Background: an optimization exercise with open tools, aiming at small area, a short achievable clock period and few clock cycles. Do not read the settings as production practice.
The RTL was checked by simulation tests, not by an equivalence proof against the original design.

Design mac, start of the top module:
module mac #(
    parameter int DATA_WIDTH    = 32,
    parameter int ADDR_LINES    = 5
) (
    input  logic                        clk_i,
    input  logic                        rstn_i,
    input  logic [DATA_WIDTH-1:0]       signal_i,
    input  logic                        wr_en_i,
    input  logic                        last_i,
    input  logic [ADDR_LINES-1:0]       terms_i,
    output logic                        full_o,
    output logic                        empty_o,
    output logic                        idle_o,
    output logic [DATA_WIDTH-1:0]       result_o,
    output logic                        done_o
);
    localparam int D  = 8;               
    localparam int SW = 3;               
    logic [1023:0] st;       
    logic [5:0]    count;
    logic          run;      
    logic          zrun;     
    logic [2:0]    g;        
    wire           busy = run | zrun;
    wire           wr   = wr_en_i & ~busy & ~count[5];
    always_ff @(posedge clk_i)
        for (int b = 0; b < 4; b++)
            if ((wr && count[4:3] == 2'(b)) || (run && (g == 3'(b) || (pr != 3'd0 && nl[4:3] == 2'(b))))) begin
                st[b*256 +: 224]     <= st[b*256+32 +: 224];
                st[b*256+224 +: 32]  <= run ? st[b*256 +: 32] : signal_i;
            end
    assign idle_o  = ~wr_en_i;
    logic [4:0]    nl;       
    wire  [4:0]    tq = terms_i;
    logic [SW-1:0] s;        
    logic [4:0]    it;       
    logic [SW-1:0] s0;       
    logic [SW-1:0] pr;       
    wire           lastg = (g == {1'b0, nl[4:3]});
    wire  [31:0]   a0r;      
    first_rom u_first (.k(terms_i), .q(a0r));
    wire           fin_done;   
    wire           start = ~busy & last_i;
    wire  [4:0]    ncount = count[4:0] + {4'd0, wr} - 5'd1;
    always_ff @(posedge clk_i or negedge rstn_i) begin
        if (!rstn_i) begin
            count   <= 6'd0;
            full_o  <= 1'b0;
            empty_o <= 1'b1;
            run     <= 1'b0;
            zrun    <= 1'b0;
        end else begin
            if (wr) begin
                count   <= count + 6'd1;
                full_o  <= (count == 6'd31);
                empty_o <= 1'b0;
            end
            if (start) begin
                run  <= (terms_i != 5'd0);
                zrun <= (terms_i == 5'd0);
  ...
Size: roughly 6100 cells after synthesis, roughly 1700 flip-flops, about 77000 sq um of cells after synthesis.
Settings: LEC_CHECK=0, CAP_MARGIN=20, CORE_MARGIN=2, CORE_UTILIZATION=65, CTS_CLUSTER_DIAMETER=100, CTS_CLUSTER_SIZE=24, SETUP_SLACK_MARGIN=3.1, SLEW_MARGIN=20; clock period 6.0 ns.
run.sh (not shown) runs the stock make flow with config.mk's settings and CLKGATE_MAP_FILE= SYNTH_SCRIPT=/design/flow/synth_recipe.tcl, a recipe that flattens the netlist after the stock synthesis.
Testbench counts at the start, summed over its fixed seeds: cycles 14,498.
Edit:
--- a/flow/config.mk
+++ b/flow/config.mk
@@ -8,7 +8,5 @@
 export CAP_MARGIN = 20
 export CORE_MARGIN = 2
-export CORE_UTILIZATION = 65
-export CTS_CLUSTER_DIAMETER = 100
-export CTS_CLUSTER_SIZE = 24
+export CORE_UTILIZATION = 60
 export SETUP_SLACK_MARGIN = 3.1
 export SLEW_MARGIN = 20
- The changed run passed the timing, DRC and antenna checks
- critical path depth rises by 7
- global-route usage falls by 2.3 points
- design area rises by 3.5%
- die area rises by 8.2%
- via count barely changes
- area after synthesis is unchanged
- clock-buffer cell count rises by 95
- cell count rises by 3.6%
Edit:
--- a/flow/config.mk
+++ b/flow/config.mk
@@ -8,5 +8,7 @@
 export CAP_MARGIN = 20
 export CORE_MARGIN = 2
-export CORE_UTILIZATION = 60
-export SETUP_SLACK_MARGIN = 3.1
+export CORE_UTILIZATION = 65
+export CTS_CLUSTER_DIAMETER = 100
+export CTS_CLUSTER_SIZE = 24
+export SETUP_SLACK_MARGIN = 3.2
 export SLEW_MARGIN = 20
What happened:
- cell area is lower by a few percent
- fmax grows slightly
- worst hold slack is worse by 7.4 ps
- routed wire length rises slightly
Edit:
--- a/flow/config.mk
+++ b/flow/config.mk
@@ -9,5 +9,5 @@
 export CORE_MARGIN = 2
 export CORE_UTILIZATION = 65
-export CTS_CLUSTER_DIAMETER = 100
+export CTS_CLUSTER_DIAMETER = 80
 export CTS_CLUSTER_SIZE = 24
 export SETUP_SLACK_MARGIN = 3.2
The changed run completed without violations.
Clock skew barely changes.
Cell area is about the same.
Global-route usage hardly moves.
Area after synthesis does not change.
Sequential cell count is unchanged.
Final cell count hardly moves.
Non-clock buffer count falls by 6.
Via count barely changes.
Routed wire length rises by 0.37%.
Edit:
--- a/flow/config.mk
+++ b/flow/config.mk
@@ -8,7 +8,7 @@
 export CAP_MARGIN = 20
 export CORE_MARGIN = 2
-export CORE_UTILIZATION = 65
-export CTS_CLUSTER_DIAMETER = 80
-export CTS_CLUSTER_SIZE = 24
+export CORE_UTILIZATION = 67
+export CTS_CLUSTER_DIAMETER = 100
+export CTS_CLUSTER_SIZE = 22
 export SETUP_SLACK_MARGIN = 3.2
 export SLEW_MARGIN = 20
Routed wire length climbs by 0.72%.
Register-to-register slack degrades by 20 ps.
Die area drops by 2.9%.

---

Starting RTL as in the previous note.
clock: 6.0 ns
lec_check: 0
cap_margin: 20
core_margin: 2
core_utilization: 65
cts_cluster_diameter: 80
cts_cluster_size: 24
setup_slack_margin: 3.25
slew_margin: 20
The first run completed without violations.
Testbench counts at the start, summed over its fixed seeds: cycles 14,498.
Rerun with:
Settings changed: CTS_CLUSTER_DIAMETER 80 to 100, SETUP_SLACK_MARGIN 3.25 to 3.0.
What happened:
- The changed run passed the timing, DRC and antenna checks
- critical path depth is unchanged
- area after synthesis does not change
- cell count drops by 0.57%
- clock skew hardly moves
- design area came out lower by 1.2%
- sequential share of layout area increases by 0.55 points
- setup slack got worse by 0.17 ns
- routed wire length went down by 1.6%
- register-to-register slack degrades by 0.08 ns
Rerun with:
Settings changed: SETUP_SLACK_MARGIN 3.0 to 3.3.
What happened: Non-clock buffer count is higher by 31; setup slack gains 0.14 ns; via count is higher by 1.1%; flip-flop and latch count stays the same; design area is higher by 1.3%; routed wire length is higher by 2.3%; global-route usage is higher by 0.56 points; synthesized area is unchanged; maximum frequency is higher by 5.1%.
Rerun with:
Settings changed: CORE_UTILIZATION 65 to 67, CTS_CLUSTER_DIAMETER 100 to 80, CTS_CLUSTER_SIZE 24 to 22, SETUP_SLACK_MARGIN 3.3 to 3.2.
After rerunning:
- area after synthesis stays the same
- routed wire length grows slightly
- critical path depth grows by 1
- setup slack degrades by 0.052 ns
- global-route usage grows by 1.3 points
- hold slack degrades by 0.0054 ns
- register-to-register slack degrades by 0.05 ns

---

mac, a different RTL version from the one above (not shown whole).
For scale: ~6600 cells after synthesis, about 77 I/O pins, ~0.081 sq mm of cells after synthesis.
make LEC_CHECK=0 CAP_MARGIN=20 CORE_MARGIN=2 CORE_UTILIZATION=65 CTS_CLUSTER_DIAMETER=100 CTS_CLUSTER_SIZE=24 SETUP_SLACK_MARGIN=3.1 SLEW_MARGIN=20 finish   # period 6.0 ns
Testbench counts at the start, summed over its fixed seeds: cycles 13,488.
==> next run, changes <==
Settings changed: CORE_UTILIZATION 65 to 60, CTS_CLUSTER_DIAMETER 100 to not set, CTS_CLUSTER_SIZE 24 to not set.
Global-route usage went down by 1.4 points. Setup slack gets worse by 0.026 ns. Die area went up by 8.2%. Worst hold slack gets worse by 0.061 ns. Fmax is lower by 0.85%. Final area rises by 3.8%.

[static timing again, ports no longer ideal]
In the flow no input, the clock included, has a driving cell. The finished layouts below were timed again as built, in two steps. Step 1 (the two cells are an assumption about what drives the block):
set clk [get_ports {clk_i}]
set_driving_cell -lib_cell sky130_fd_sc_hd__clkbuf_16 $clk
set_driving_cell -lib_cell sky130_fd_sc_hd__buf_2 [delete_from_list [all_inputs] $clk]
Step 2 moves the port delays by t, midway between the first and last clock arrival at a register: inputs arrive t later, outputs are due t later. That takes back most of the time a late clock gives input paths. Three values: no drivers, after step 1, after step 2; two values: the first two.
| run | shift t [ns] | setup WS [ns] | hold slack, ns |
|---|---|---|---|
| the first run of note 1 | 0.782 | 3.122 / 3.063 / 2.314 | 0.314 / 0.314 / 0.314 |
| the second run of note 1 | 0.877 | 3.137 / 3.062 / 2.185 | 0.320 / 0.320 / 0.320 |
| the third run of note 1 | 0.778 | 3.147 / 3.147 / 2.486 | 0.313 / 0.313 / 0.313 |
| the fourth run of note 1 | 0.801 | 3.169 / 3.169 / 2.418 | 0.329 / 0.329 / 0.329 |
| the fifth run of note 1 | 0.775 | 3.146 / 3.146 / 2.458 | 0.326 / 0.326 / 0.326 |
| the first run of note 2 | 0.796 | 3.165 / 3.165 / 2.513 | 0.328 / 0.328 / 0.328 |
| the second run of note 2 | 0.774 | 2.995 / 2.949 / 2.174 | 0.320 / 0.320 / 0.320 |
| the third run of note 2 | 0.783 | 3.140 / 3.140 / 2.546 | 0.322 / 0.322 / 0.322 |
| the fourth run of note 2 | 0.784 | 3.088 / 3.088 / 2.473 | 0.317 / 0.317 / 0.317 |
| the first run of note 3 | 0.816 | 3.030 / 3.030 / 2.415 | 0.327 / 0.327 / 0.327 |
| the second run of note 3 | 0.889 | 3.005 / 3.005 / 2.348 | 0.267 / 0.267 / 0.267 |
After both steps setup and hold are still met in every run listed. For the second run of note 1, which loses most, drivers alone change the setup slack by -0.075 ns; drivers and shift together by -0.952 ns.
